Source: an optimization exercise on an open RTL-to-GDS flow (aim: small area and a short achievable clock period). Production flows keep margins and buffers that such runs may drop. The RTL was checked by simulation tests, not by an equivalence proof against the original design. Power figures rest on the tool's default switching activity, not on a simulated workload.

Design chip_top, start of the top module:
module chip_top
  ( input          clk_i
  , input          reset_i
  , input          v_i
  , input  [31:0]  a_i
  , input  [31:0]  b_i
  , output         v_o
  , output [63:0]  c_o
  );
  reg [31:0] an_r;
  reg onen0;
  reg twon0;
  reg neg0;
  reg onen1;
  reg twon1;
  reg neg1;
  reg onen2;
  reg twon2;
  reg neg2;
  reg onen3;
  reg twon3;
  reg neg3;
  reg onen4;
  reg twon4;
  reg neg4;
  reg onen5;
  reg twon5;
  reg neg5;
  reg onen6;
  reg twon6;
  reg neg6;
  reg onen7;
  reg twon7;
  reg neg7;
  reg onen8;
  reg twon8;
  reg neg8;
  reg onen9;
  reg twon9;
  reg neg9;
  reg onen10;
  reg twon10;
  reg neg10;
  reg onen11;
  reg twon11;
  reg neg11;
  reg onen12;
  reg twon12;
  reg neg12;
  reg onen13;
  reg twon13;
  reg neg13;
  reg onen14;
  reg twon14;
  reg neg14;
  reg onen15;
  reg twon15;
  reg neg15;
  reg b31n;
  reg [3:0] v_r;
  reg [63:0] c_r;
  reg [63:0] fx_r, fy_r;
  wire x1;
  wire x2;
  wire x3;
  wire x4;
  wire x5;
  wire x6;
  wire x7;
  wire x8;
  wire x9;
  wire x10;
  wire x11;
  wire x12;
  wire x13;
  wire x14;
  wire x15;
  wire x16;
  wire x17;
  wire x18;
  wire x19;
  wire x20;
  wire x21;
  wire x22;
  wire x23;
  wire x24;
  wire x25;
  wire x26;
  wire x27;
  wire x28;
  wire x29;
  wire x30;
  wire x31;
  wire x32;
  wire x33;
  wire sn34;
  wire x35;
  wire x36;
  wire x37;
  wire x38;
  wire x39;
  wire x40;
  wire x41;
  wire x42;
  wire x43;
  wire x44;
  wire x45;
  wire x46;
  wire x47;
  wire x48;
  wire x49;
  wire x50;
  wire x51;
  wire x52;
  wire x53;
  wire x54;
  wire x55;
  wire x56;
  wire x57;
  wire x58;
  wire x59;
  wire x60;
  wire x61;
  wire x62;
  wire x63;
  wire x64;
  wire x65;
  wire x66;
  wire x67;
  wire sn68;
  wire x69;
  wire x70;
  wire x71;
  wire x72;
  wire x73;
  wire x74;
  wire x75;
  wire x76;
  wire x77;
  wire x78;
  wire x79;
  wire x80;
  wire x81;
  wire x82;
  wire x83;
  wire x84;
  wire x85;
  wire x86;
  wire x87;
  wire x88;
  wire x89;
  wire x90;
  wire x91;
  wire x92;
  wire x93;
  wire x94;
  wire x95;
  wire x96;
  wire x97;
  wire x98;
  wire x99;
  wire x100;
  wire x101;
  wire sn102;
  wire x103;
  wire x104;
  wire x105;
  ...
For scale: roughly 3,200 cells after synthesis, about 0.035 mm² of cells after synthesis.
export LEC_CHECK = 0
export CAP_MARGIN = 20
export CORE_MARGIN = 2
export CORE_UTILIZATION = 65
export PLACE_DENSITY = 0.7
export SETUP_SLACK_MARGIN = 5.0
export SLEW_MARGIN = 20
create_clock -name core_clock -period 7.5 [get_ports {clk_i}]
standard.sh (not shown) runs the stock make flow with config.mk's settings and CLKGATE_MAP_FILE= SYNTH_SCRIPT=/design/flow/synth_recipe.tcl, a recipe that flattens the netlist after the stock synthesis.
==> flow/flow/run.sh <==
#!/bin/bash
# Layout flow: the standard ORFS flow, with a cleaner synthesis netlist.
#  2. the same synthesis again with one change: Yosys's pre-mapping 'abc -fast'
#     (in synth's fine step) is skipped (-noabc) except on the final adder,
#     so extract_fa maps the RTL's full adders without the inverters abc's
#     restructuring leaves between them.  Everything else (ORFS synth.tcl,
#     synth_recipe.tcl, -nofsm -noshare, flatten, renames, final abc
#     mapping) is unchanged.
#  3. flow/polfix.py removes inverters left between self-dual cells.
#  4. the netlist is used only if its registers (names and cell types) are
#     exactly the standard synthesis's; otherwise the standard one is used.
#  5. bash standard.sh finish for the rest of the layout.
# Each tool's output goes to a log file of its own in this folder.
set -u
R=orfs/results/${FLOW_PLATFORM}/chip_top/base
bash standard.sh synth > 1_synth_standard.log 2>&1 || exit 1
cp $R/1_2_yosys.v $R/1_2_yosys_standard.v

# step 2: same make command as standard.sh, own WORK_HOME and synthesis script
# own synthesis script: synth_recipe.tcl with its first line (the synth
# wrapper) replaced; flow/synth_wrap.tcl adds -noabc to synth's fine step
# and runs 'abc -fast' only on the final adder (the logic between the
# carry-save registers fx_r/fy_r and prod_n), which maps better that way.
{ cat flow/synth_wrap.tcl; tail -n +2 synth_recipe.tcl; } > synth_recipe_noabc.tcl
MK=$(grep -m1 '^make ' standard.sh | sed -e "s#SYNTH_SCRIPT=[^ ]*#SYNTH_SCRIPT=$PWD/synth_recipe_noabc.tcl#" -e "s#WORK_HOME=[^ ]*#WORK_HOME=$PWD/orfs_noabc#" -e 's#"${@:-finish}"#synth#')
echo "$MK" > 1_synth_noabc.cmd
ok=0
if bash -c "$MK" > 1_synth_noabc.log 2>&1; then
  N=orfs_noabc/results/${FLOW_PLATFORM}/chip_top/base/1_2_yosys.v
  if python3 flow/polfix.py $N $R/1_2_yosys_fixed.v > polfix.log 2>&1; then
    python3 - $R/1_2_yosys_standard.v $R/1_2_yosys_fixed.v > regcheck.log 2>&1 <<'PY' && ok=1
import re, sys
def regs(f):
    t = open(f).read()
    return sorted(re.findall(r'\n  (sky130_fd_sc_hd__(?:dfxtp|dfrtp|dfstp|dfbbp|dfrbp|dfxbp|edfxtp|sdf\w*|dl\w*)_\d+)\s+(\S+)', t))
a, b = regs(sys.argv[1]), regs(sys.argv[2])
print('registers: standard %d, new %d' % (len(a), len(b)))
sys.exit(0 if a == b and a else 1)
PY
  fi
fi
if [ $ok = 1 ]; then
  echo "using the -noabc netlist" >> regcheck.log
  cp $R/1_2_yosys_fixed.v $R/1_2_yosys.v
  rm -f $R/1_synth.odb $R/1_synth.sdc
else
  echo "using the standard netlist" >> regcheck.log
fi
bash standard.sh finish > 2_finish.log 2>&1
Other scripts of this flow, unchanged in this note and not shown: flow/flow/polfix.py, flow/flow/synth_wrap.tcl
The baseline produced a clean layout.
Change:
--- a/flow/config.mk
+++ b/flow/config.mk
@@ -10,2 +10 @@
-export CORE_UTILIZATION = 65
-export PLACE_DENSITY = 0.7
+export CORE_UTILIZATION = 60
What happened:
- power rises by 2.1%
- final area grows by 1.2%
- clock power came out higher by 13%
- cell count rose by 2.1%
- worst setup slack gets better by 0.052 ns
Change:
--- a/flow/config.mk
+++ b/flow/config.mk
@@ -8 +8 @@
-export CAP_MARGIN = 20
+export CAP_MARGIN = 0
@@ -12 +12 @@
-export SLEW_MARGIN = 20
+export SLEW_MARGIN = 0
Result: The changed run finished clean. Power stays the same. Non-clock buffer count does not change. Cell area is unchanged. Via count does not change. Combinational power stays flat. Sequential share of layout area is unchanged. Die area is unchanged. Hold slack is unchanged. Synthesized cell count does not change. Area after synthesis does not change.
Change:
--- a/flow/config.mk
+++ b/flow/config.mk
@@ -8 +8 @@
-export CAP_MARGIN = 0
+export CAP_MARGIN = 20
@@ -10,3 +10,3 @@
-export CORE_UTILIZATION = 60
-export SETUP_SLACK_MARGIN = 5.0
-export SLEW_MARGIN = 0
+export CORE_UTILIZATION = 40
+export SETUP_SLACK_MARGIN = 4.8
+export SLEW_MARGIN = 20
What happened:
- The new run finished clean
- routed wire length fell slightly
- total power is lower by a few percent
- register-to-register slack gets worse by 0.19 ns
- count of clock-buffer cells in the layout falls by 5

chip_top again, from the RTL that the note above started with.
==> flow/config.mk <==
export PLATFORM = sky130hd
export DESIGN_NAME = chip_top
export DESIGN_NICKNAME = chip_top
export VERILOG_FILES = /design/flow/design.v
export SDC_FILE = /design/flow/constraint.sdc
export NUM_CORES = 4
export LEC_CHECK = 0
export CAP_MARGIN = 20
export CORE_MARGIN = 2
export CORE_UTILIZATION = 60
export CTS_CLUSTER_DIAMETER = 50
export CTS_CLUSTER_SIZE = 40
export SETUP_SLACK_MARGIN = 5.0
export SLEW_MARGIN = 20
==> flow/constraint.sdc <==
create_clock -name core_clock -period 7.5 [get_ports {clk_i}]
set_input_delay 1.5000 -clock core_clock [delete_from_list [all_inputs] [get_ports {clk_i}]]
set_output_delay 1.5000 -clock core_clock [all_outputs]
set_load 0.01 [all_outputs]
Scripts as last shown in full above: flow/flow/run.sh
Other scripts of this flow, unchanged in this note and not shown: flow/flow/polfix.py, flow/flow/synth_wrap.tcl
The first run ran to the end with no violations.
==> next run, changes <==
--- a/flow/config.mk
+++ b/flow/config.mk
@@ -9,5 +9,4 @@
 export CORE_MARGIN = 2
-export CORE_UTILIZATION = 60
-export CTS_CLUSTER_DIAMETER = 50
-export CTS_CLUSTER_SIZE = 40
+export CORE_UTILIZATION = 70
+export PLACE_DENSITY = 0.78
 export SETUP_SLACK_MARGIN = 5.0
=> Via count increases by 3.4%; setup slack got worse by 7.4 ps; power decreases by 0.50%; wire length decreases by 1.2%.

Starting RTL as in the previous note.
Settings: LEC_CHECK=0, CAP_MARGIN=20, CORE_MARGIN=2, CORE_UTILIZATION=40, SETUP_SLACK_MARGIN=5.0, SLEW_MARGIN=20; clock period 7.5 ns.
Scripts as last shown in full above: flow/flow/run.sh
Other scripts of this flow, unchanged in this note and not shown: flow/flow/polfix.py, flow/flow/synth_wrap.tcl
The first run completed without violations.
Edit:
CTS_CLUSTER_DIAMETER = 60   (was default)
CTS_CLUSTER_SIZE = 24   (was default)
Effect: The new run finished with timing, DRC and antenna clean. Maximum frequency drops slightly. Final cell count came out lower slightly. Clock skew shrinks by 0.0083 ns. Power came out lower slightly. Worst setup slack loses 0.026 ns. First-iteration DRC count went down by a little under a tenth. Synthesized cell count stays the same. Combinational power is about the same. Non-clock buffer count came out lower by 1.
Edit:
CORE_UTILIZATION = 60   (was 40)
CTS_BUF_LIST = sky130_fd_sc_hd__clkbuf_8   (was default)
CTS_CLUSTER_DIAMETER = default   (was 60)
CTS_CLUSTER_SIZE = default   (was 24)
Effect: The new run passed the timing, design-rule and antenna checks; sequential power hardly moves; via count rises by 4.6%; cell count falls by 7.6%; utilization rises by 22 points.

==> what the ideal ports hide <==
The results above use ideal ports. As a check the final layouts listed here were re-extracted and re-timed, cells and wires unchanged. Step 1 (the two cells are an assumption about what drives the block):
set clk [get_ports {clk_i}]
set_driving_cell -lib_cell sky130_fd_sc_hd__clkbuf_16 $clk
set_driving_cell -lib_cell sky130_fd_sc_hd__buf_2 [delete_from_list [all_inputs] $clk]
Step 2 also shifts input and output timing later by t, the mid clock arrival at the registers, as if the neighbouring blocks saw the same clock. Slacks: ideal / step 1 / step 2; pairs: ideal / step 1.
run | shift t [ns] | setup WS [ns] | worst register clock-pin slew, ns | pins driven straight from the clock port
the first run of note 1 | 0.702 | 4.895 / 4.846 / 4.853 | 0.07 / 0.07 | 1
the second run of note 1 | 0.686 | 4.947 / 4.882 / 4.882 | 0.06 / 0.06 | 1
the third run of note 1 | 0.686 | 4.947 / 4.882 / 4.882 | 0.06 / 0.06 | 1
the fourth run of note 1 | 0.677 | 4.761 / 4.761 / 4.761 | 0.07 / 0.07 | 1
the first run of note 2 | 0.699 | 4.905 / 4.840 / 4.852 | 0.09 / 0.09 | 1
the second run of note 2 | 0.705 | 4.898 / 4.840 / 4.898 | 0.07 / 0.07 | 1
the first run of note 3 | 0.667 | 4.849 / 4.849 / 4.849 | 0.07 / 0.07 | 1
the second run of note 3 | 0.717 | 4.823 / 4.801 / 4.823 | 0.09 / 0.09 | 1
the third run of note 3 | 0.783 | 4.831 / 4.768 / 4.890 | 0.07 / 0.07 | 1
After both steps setup and hold are still met in every run listed.
